Source: an optimization exercise on an open RTL-to-GDS flow (aim: small area, a short achievable clock period and few clock cycles per item). Production flows keep margins and buffers that such runs may drop.
Only simulation tests tie the RTL to the original design; equivalence was not proved.
Power figures rest on the tool's default switching activity, not on a simulated workload.

==> flow/design.v, too long to show whole: its modules and the start of the top module <==
// module ray_triangle_unit: 268 lines
// module rt_fa: 3 lines
// module rt_ha: 3 lines
// module rt_renc: 9 lines
// module rt_x3: 11 lines
// module rt_sub32: 9 lines
// module rt_add32: 8 lines
// module rt_ge: 10 lines
// module rt_divit: 14 lines
// module rt_dot3: 1520 lines
// module rt_crs2: 1107 lines
// module rt_mulq: 473 lines
module ray_triangle_unit #(
    parameter int FP_W    = 32,
    parameter int FP_FRAC = 16
) (
    clk,
    rst,
    req_valid,
    req_ready,
    req_ray,
    req_tri,
    resp_valid,
    resp_ready,
    resp_hit,
    resp_t_hit
);
  // ...
==> flow/flow/run.sh <==
#!/bin/bash
set -euo pipefail
W=$(pwd)
F="$W/flow"
export RT_MAP_FILE="$F/rt_map.v"
export RT_ABC_SCRIPT="$F/rt_abc.script"
{
  cat <<'EOS'
set ::rt_mapped 0
proc synth {args} {
  if {!$::rt_mapped} {
    yosys techmap -map $::env(RT_MAP_FILE)
    set ::rt_mapped 1
  }
  yosys synth -nofsm -noshare {*}$args
}
proc abc {args} {
  set i [lsearch -exact $args -script]
  if {$i >= 0} {
    set args [lreplace $args [expr {$i + 1}] [expr {$i + 1}] $::env(RT_ABC_SCRIPT)]
  }
  yosys abc {*}$args
}
EOS
  tail -n +2 synth_recipe.tcl
} > rt_synth.tcl
sed 's#synth_recipe\.tcl#rt_synth.tcl#g' standard.sh > rt_standard.sh
grep -q 'rt_synth\.tcl' rt_standard.sh
bash rt_standard.sh > rt_flow.log 2>&1
==> flow/flow/rt_abc.script <==
strash; dch; amap; topo
==> flow/flow/rt_map.v <==
module rt_fa(input a, input b, input c, output s, output co);
  sky130_fd_sc_hd__fa_1 _TECHMAP_REPLACE_ (.A(a), .B(b), .CIN(c), .SUM(s), .COUT(co));
endmodule
module rt_ha(input a, input b, output s, output co);
  sky130_fd_sc_hd__ha_1 _TECHMAP_REPLACE_ (.A(a), .B(b), .SUM(s), .COUT(co));
endmodule
==> flow/standard.sh <==
#!/bin/bash
# synth_recipe.tcl (not shown) runs the flow's synth.tcl, then flattens the netlist and writes it again
# the make line also repeats each setting of config.mk as NAME=value (left out here)
make -C /OpenROAD-flow-scripts/flow DESIGN_CONFIG=/design/flow/config.mk WORK_HOME=/design/flow/orfs CLKGATE_MAP_FILE= SYNTH_SCRIPT=/design/flow/synth_recipe.tcl "${@:-finish}"
==> flow/config.mk <==
export PLATFORM = sky130hd
export DESIGN_NAME = ray_triangle_unit
export DESIGN_NICKNAME = ray_triangle_unit
export VERILOG_FILES = /design/flow/design.v
export SDC_FILE = /design/flow/constraint.sdc
export NUM_CORES = 8
export LEC_CHECK = 0
export ABC_AREA = 1
export CAP_MARGIN = 20
export CORE_MARGIN = 2
export CORE_UTILIZATION = 55
export PLACE_DENSITY = 0.65
export SLEW_MARGIN = 20
==> flow/constraint.sdc <==
create_clock -name core_clock -period 350.0 [get_ports {clk}]
set_input_delay 70.0000 -clock core_clock [delete_from_list [all_inputs] [get_ports {clk}]]
set_output_delay 70.0000 -clock core_clock [all_outputs]
set_load 0.01 [all_outputs]
==> impl_metrics.yaml, run 1 <==
outcome:
  status: "stopped before the end"
  stop_stage: "5_1_grt"
  stop_error: "[ERROR GRT-0116] Global routing finished with congestion. Check the congestion regions in the DRC Viewer."
logic_synthesis:
  synth.area.mux_share: 0
  yosysTopAreaCell: "fa_1"
  synth-seq-cells: 1708
  synth_compound_area_frac: 0.2792
  synthSimpleGateAreaFrac: 0.02034
  synth.distinct_cells: 44
  synth-edff-count: 231
  yosysWarnings: 1
  synth_cells: 32613
  synthAdderAreaFrac: 0.5999
  synth-xor-area-share: 0.00005892
  synth_area_leaders: "fa_1, a222oi_1, dfxtp_1, clkinv_1, edfxtp_1"
  synth_async_sr_flop_share: 0.01112
  synth.avg_cell_area_um2: 13.67
cts:
  h-tree-depth: 4
  cts.path.max_buffers: 4
  cts_sinks: 1708
  cts_hold_buf: 0
  cts-resized-gates: 0
  cts_made_buffers: 175
  ctsRootBufferMaster: "clkbuf_16"
  cts_setup_buffers: 0
placed_design:
  place_ws_ns: 277.05
  place_inst: 47039
  portBuffers: 582
  place_area_um2: 495900
  gp_congestion: 1.398
  dp_hpwl_mm: 2453
floorplan:
  die_y_um: 904.4
  initial_core_util: 0.5522
  die_w_um: 904.4
  boundaryPins: 679
  rows: 330
global_routing:
  grt_max_degree: 99
Testbench counts, summed over its fixed seeds: cycles 8,048, items 8,000.
==> run 2, diff against run 1 <==
--- a/flow/flow/run.sh
+++ b/flow/flow/run.sh
@@ -25,5 +25,8 @@
   tail -n +2 synth_recipe.tcl
 } > rt_synth.tcl
-sed 's#synth_recipe\.tcl#rt_synth.tcl#g' standard.sh > rt_standard.sh
+sed -e 's#synth_recipe\.tcl#rt_synth.tcl#g' \
+    -e 's#CLKGATE_MAP_FILE= #CLKGATE_MAP_FILE= "BUFFER_PORTS_ARGS=-buffer_cell sky130_fd_sc_hd__buf_1" #' \
+    standard.sh > rt_standard.sh
 grep -q 'rt_synth\.tcl' rt_standard.sh
+grep -q 'BUFFER_PORTS_ARGS' rt_standard.sh
 bash rt_standard.sh > rt_flow.log 2>&1
--- a/flow/config.mk
+++ b/flow/config.mk
@@ -9,5 +9,4 @@
 export CAP_MARGIN = 20
 export CORE_MARGIN = 2
-export CORE_UTILIZATION = 55
-export PLACE_DENSITY = 0.65
+export CORE_UTILIZATION = 42
 export SLEW_MARGIN = 20
==> impl_metrics.yaml, run 2 <==
logic_synthesis:
  synth_area_leaders: "fa_1, a222oi_1, dfxtp_1, clkinv_1, edfxtp_1"
  synth_most_common_cell: "fa_1"
  synth.avg_cell_area_um2: 13.67
  synth_async_sr_flop_share: 0.01112
  ys_seq_area_frac: 0.08208
  synth_commonest_cells: "fa_1, a222oi_1, clkinv_1"
  yosysTopAreaCell: "fa_1"
  synth_cells: 32613
  yosysWarnings: 1
  synth.distinct_cells: 44
  synth.top_cell.area_share: 0.5853
  ys.flop_type: "dfxtp_1"
  synth_area_um2: 445900
  synth-seq-cells: 1708
  synth-edff-count: 231
placed_design:
  portBuffers: 582
  place_ws_ns: 277.24
  dp_hpwl_mm: 2918
  gp_congestion: 1.328
cts:
  cts_sinks: 1708
  h-tree-depth: 4
  cts_made_buffers: 191
  cts.path.max_buffers: 5
  cts_hold_buf: 0
  ctsRootBufferMaster: "clkbuf_16"
  cts_setup_buffers: 0
  cts-resized-gates: 0
global_routing:
  grt_max_degree: 123
floorplan:
  die_y_mm: 1.034
  rows: 378
  boundaryPins: 679
  die_w_mm: 1.034
  initial_core_util: 0.4211
outcome:
  status: "stopped before the end"
  stop_stage: "5_1_grt"
  stop_error: "[ERROR GRT-0116] Global routing finished with congestion. Check the congestion regions in the DRC Viewer."
run 2: cell counts after synthesis:
No cell type changed its count.
run 2: power by group through the flow:
stage,clock network (mW),logic [mW],registers [mW]
detailed placement,0,2530,1.89
floorplan,0,1320,5.26
global placement,0,2490,1.86
CTS,0.224,2530,1.88
run 2: how the worst min path moves through the flow:
stage | end | startpoint
after detailed placement | s2_xu[23]$_DFF_P_ | s1_xu[23]$_DFF_P_
after global placement | s2_tmin[4]$_DFF_P_ | s1_tmin[4]$_DFF_P_
after floorplan | s1_tmax[0]$_DFF_P_ | s0_tmax[0]$_DFF_P_
after CTS | s3_xv[29]$_DFF_P_ | s2_xv[29]$_DFF_P_
run 2: kinds of logic after synthesis:
kind of cell / after synthesis / synth area share
compound gates: 12870 / 0.2792
xor+xnor: 3 / 0.00005893
fa+ha+maj: 13558 / 0.5999
buf+inv: 2183 / 0.01837
flops: 1708 / 0.08208
other cells: 2 / 0.00001684
simple gates: 2289 / 0.02034
run 2: through the flow:
step,cells,util,power (mW),cell area (um^2),hold WS [ns]
floorplan,32622,-,1325,446000,0.3096
global placement,50793,0.4726,2490,500500,0.3101
detailed placement,50824,0.4729,2530,500700,0.3121
CTS,51158,0.4790,2535,507200,0.1087
==> run 3, diff against run 2 <==
==> flow/run.sh (new file) <==
#!/bin/bash
# synth_recipe.tcl (not shown) runs the flow's synth.tcl, then flattens the netlist and writes it again
# the make line also repeats each setting of config.mk as NAME=value (left out here)
make -C /OpenROAD-flow-scripts/flow DESIGN_CONFIG=/design/flow/config.mk WORK_HOME=/design/flow/orfs CLKGATE_MAP_FILE= SYNTH_SCRIPT=/design/flow/synth_recipe.tcl finish
--- a/flow/config.mk
+++ b/flow/config.mk
@@ -9,4 +9,4 @@
 export CAP_MARGIN = 20
 export CORE_MARGIN = 2
-export CORE_UTILIZATION = 42
+export CORE_UTILIZATION = 40
 export SLEW_MARGIN = 20
removed: flow/flow/run.sh
removed: flow/flow/rt_abc.script
removed: flow/flow/rt_map.v
removed: flow/standard.sh
==> impl_metrics.yaml, run 3 <==
logic_synthesis:
  synth_area_um2: 516300
  yosysWarnings: 1
  synth_area_leaders: "fa_1, o221ai_1, nand2_1, o22ai_1, dfxtp_1"
  synth_async_sr_flop_share: 0.01112
  synth-edff-count: 231
  synth.top_cell.area_share: 0.4805
  ys_seq_area_frac: 0.07089
  yosysTopAreaCell: "fa_1"
  synth_most_common_cell: "fa_1"
  ys.flop_type: "dfxtp_1"
  synth_commonest_cells: "fa_1, nand2_1, inv_1"
  synth.avg_cell_area_um2: 8.891
  synth-seq-cells: 1708
  synth.distinct_cells: 57
  synth_cells: 58070
cts:
  cts-resized-gates: 0
  cts_made_buffers: 201
  cts_sinks: 1708
  cts_setup_buffers: 0
  ctsRootBufferMaster: "clkbuf_16"
  cts.path.max_buffers: 5
  h-tree-depth: 4
  cts_hold_buf: 0
outcome:
  stop_stage: "5_1_grt"
  stop_error: "[ERROR GRT-0116] Global routing finished with congestion. Check the congestion regions in the DRC Viewer."
  status: "stopped before the end"
global_routing:
  grt_max_degree: 85
placed_design:
  place_inst: 72869
  gp_congestion: 1.316
  portBuffers: 582
  dp_hpwl_mm: 3545
floorplan:
  die_w_mm: 1.140
  initial_core_util: 0.4008
  die_y_mm: 1.140
  boundaryPins: 679
  rows: 417
run 3: worst max-delay path by stage:
stage                            startpoint                  endpoint  slack [ns]  cells after the start
floorplan                        resp_ready        fq[0][0]$_DFFE_PP_      276.68                      7
global placement                 resp_ready  resp_t_hit[27]$_DFFE_PP_      276.56                      9
detailed placement               resp_ready  resp_t_hit[27]$_DFFE_PP_      276.55                      9
CTS                 resp_t_hit[7]$_DFFE_PP_             resp_t_hit[7]      277.51                      1
run 3: kinds of logic after synthesis:
| logic type | Yosys count | synth area share |
|---|---|---|
| and+or+nand+nor | 10375 | 0.07733 |
| buffers and inverters | 14579 | 0.1062 |
| xor gates and xnor gates | 488 | 0.008278 |
| AOI/OAI and AO/OA | 17544 | 0.2333 |
| adders and majority gates | 13293 | 0.5023 |
| muxes | 83 | 0.001609 |
| DFF | 1708 | 0.07089 |
run 3: power groups by stage:
stage               clock (mW)  combinational [mW]  sequential (mW)
floorplan                    0                1930             6.25
global placement             0                2580             1.87
detailed placement           0                2610             1.87
CTS                      0.228                2620             1.86
run 3: per-stage QoR:
step	worst slack [ns]	cell area [um^2]	total power, mW	hold WS (ns)	util
floorplan	276.68	516300	1935	0.3096	-
global placement	276.56	552500	2580	0.3100	0.4289
detailed placement	276.55	552700	2616	0.3121	0.4291
CTS	277.51	559400	2619	0.2617	0.4343
